Source: an optimization exercise on an open RTL-to-GDS flow (aim: small area). Production flows keep margins and buffers that such runs may drop. Only simulation tests tie the RTL to the original design; equivalence was not proved. Power and IR drop assume default switching activity.

Setup of v32:
// Pipeline_CPU
module Pipeline_CPU(
        input clk,
        input rst,
        input [31:0] Data_in,
        input [31:0] inst_in,
        output wire MemRW,
        output wire [31:0] PC_out,
        output [31:0] Addr_out,
        output [31:0] Data_out,
        output [31:0] PC_IF_debug,
        output [31:0] PC_ID_debug,
        output [31:0] PC_EX_debug,
        output [31:0] PC_MEM_debug,
        output [31:0] inst_IF_debug,
        output [31:0] inst_ID_debug,
        output MemRW_EX_debug,
        output MemRW_MEM_debug,
        output [31:0] wb_data_debug
    );
    reg [31:2] PC_IF;
    reg [31:0] inst_IFID;
    reg [2:0] v;
    always @(posedge clk or posedge rst) begin
        if (rst) begin
            PC_IF <= 0;
            inst_IFID <= 0;
            v <= 0;
        end else begin
            PC_IF <= PC_IF + 1'b1;
            inst_IFID <= inst_in;
            v <= {v[1:0], 1'b1};
        end
    end
    wire [1:0] a_id = {1'b0, v[0]};
    wire [1:0] a_ex = {v[1], v[0] & ~v[1]};
    wire [1:0] a_mem = {v[1], (v[0] & ~v[1]) | v[2]};
    wire [2:0] l_id = {1'b0, PC_IF[3:2]} - {1'b0, a_id};
    wire [2:0] l_ex = {1'b0, PC_IF[3:2]} - {1'b0, a_ex};
    wire [2:0] l_mem = {1'b0, PC_IF[3:2]} - {1'b0, a_mem};
    wire [31:4] z;       
    assign z[4] = 1'b1;
    genvar k;
    generate
        for (k = 5; k < 32; k = k + 1) begin : zc
            assign z[k] = z[k-1] & ~PC_IF[k-1];
        end
    endgenerate
    wire [31:2] PC_ID = {PC_IF[31:4] ^ (z & {28{l_id[2]}}), l_id[1:0]};
    wire [31:2] PC_EX = {PC_IF[31:4] ^ (z & {28{l_ex[2]}}), l_ex[1:0]};
    wire [31:2] PC_MEM = {PC_IF[31:4] ^ (z & {28{l_mem[2]}}), l_mem[1:0]};
    wire [4:0] opcode = inst_IFID[6:2];
    wire [2:0] funct3 = inst_IFID[14:12];
    wire rd_nz = |inst_IFID[11:7];
    reg [2:0] rop, alu_op_w;
    reg alusrc_w, imms_w, we_w, load_w, jal_w, store_w;
    always @(*) begin
        case (funct3)
            3'b000: rop = {2'b00, inst_IFID[30]};
            3'b001, 3'b011: rop = 3'b000;
            default: rop = funct3;
        endcase
        alu_op_w = 3'b000;
        alusrc_w = 0;
        imms_w = 0;
        we_w = 0;
        load_w = 0;
        jal_w = 0;
        store_w = 0;
        case (opcode)
  ...
clock: 8.0 ns
lec_check: 0
cap_margin: 20
core_margin: 2
core_utilization: 45
cts_buf_list: sky130_fd_sc_hd__clkbuf_8
cts_cluster_diameter: 60
cts_cluster_size: 16
place_density: 0.55
slew_margin: 20
synth_hierarchical: 1
run.sh (not shown) runs the stock make flow with config.mk's settings and CLKGATE_MAP_FILE= SYNTH_SCRIPT=/design/flow/synth_recipe.tcl, a recipe that flattens the netlist after the stock synthesis.
Input-level comparison between v8 and v32:
Settings: CTS_CLUSTER_DIAMETER changed from 60 to 80.
==> flow/flow/run.sh (new file) <==
#!/bin/bash
set -euo pipefail
bash standard.sh \
  'BUFFER_PORTS_ARGS=-buffer_cell sky130_fd_sc_hd__buf_1' \
  'CTS_ARGS=-sink_clustering_enable -repair_clock_nets -dont_use_dummy_load -buf_list {sky130_fd_sc_hd__clkbuf_8} -sink_clustering_size 16 -sink_clustering_max_diameter 80' \
  finish > flow_make.log 2>&1
==> flow/standard.sh (new file) <==
#!/bin/bash
# synth_recipe.tcl (not shown) runs the flow's synth.tcl, then flattens the netlist and writes it again
# the make line also repeats each setting of config.mk as NAME=value (left out here)
make -C /OpenROAD-flow-scripts/flow DESIGN_CONFIG=/design/flow/config.mk WORK_HOME=/design/flow/orfs CLKGATE_MAP_FILE= SYNTH_SCRIPT=/design/flow/synth_recipe.tcl "${@:-finish}"
removed: flow/run.sh
[summary]
v8 against v32: wire length has decreased; via count has decreased; non-clock buffer total of the final layout has decreased; global-route usage over all layers has decreased; critical path depth has decreased. Taking v32 as the reference, in v8 final period demand of the worst path decreased by 210 ps relative to the old numbers; area of placed instances now sits lower.
--- input diff v8..v46 ---
Settings: CTS_CLUSTER_DIAMETER: 80 -> 60.
==> flow/flow/run.sh <==
#!/bin/bash
set -euo pipefail
bash standard.sh \
  'BUFFER_PORTS_ARGS=-buffer_cell sky130_fd_sc_hd__buf_1' \
  'CTS_ARGS=-sink_clustering_enable -repair_clock_nets -dont_use_dummy_load -buf_list {sky130_fd_sc_hd__clkbuf_8} -sink_clustering_size 16 -sink_clustering_max_diameter 60' \
  finish > flow_make.log 2>&1
Notes after the runs:
Between v46 and v8, the area of all placed cells without fillers is lower for v8. Diff v8 -> v46: via count climbed 0.55%; share of layout cells above drive strength 1 climbed 0.30 points; setup slack climbed 140 ps. Of the two candidates, v8 has the worse fmax and v46 the better one. Going from v8 to v46, final critical-path required period has decreased; total power grew by 2.3%.

-- what the ideal ports hide --
The flow's constraints put no driver on any port. The routed layouts listed below were extracted and timed again, unchanged, in two steps. Step 1 sets driving cells, clkbuf_16 on the clock port and buf_2 on the other inputs (assumed; they add their load-dependent delay and slew). Step 2 times the ports against the registers' clock, not the clock port: input delays grow and output delays shrink by t, the midpoint of the rising clock arrivals with the driver on. Three values: ideal ports, drivers, drivers and shift; two values: the first two.
run	t (ns)	slack for setup (ns)	hold slack, ns	worst register clock-pin slew, ns	worst slew at a driven data input, ns
v32	0.889	0.795 / 0.795 / 0.795	0.335 / 0.335 / 0.335	0.11 / 0.11	0.11
v8	0.844	1.007 / 1.007 / 1.007	0.294 / 0.294 / 0.294	0.11 / 0.11	0.08
v46	0.882	1.143 / 1.143 / 1.143	0.315 / 0.315 / 0.315	0.11 / 0.11	0.09
After both steps every run listed still meets setup and hold.
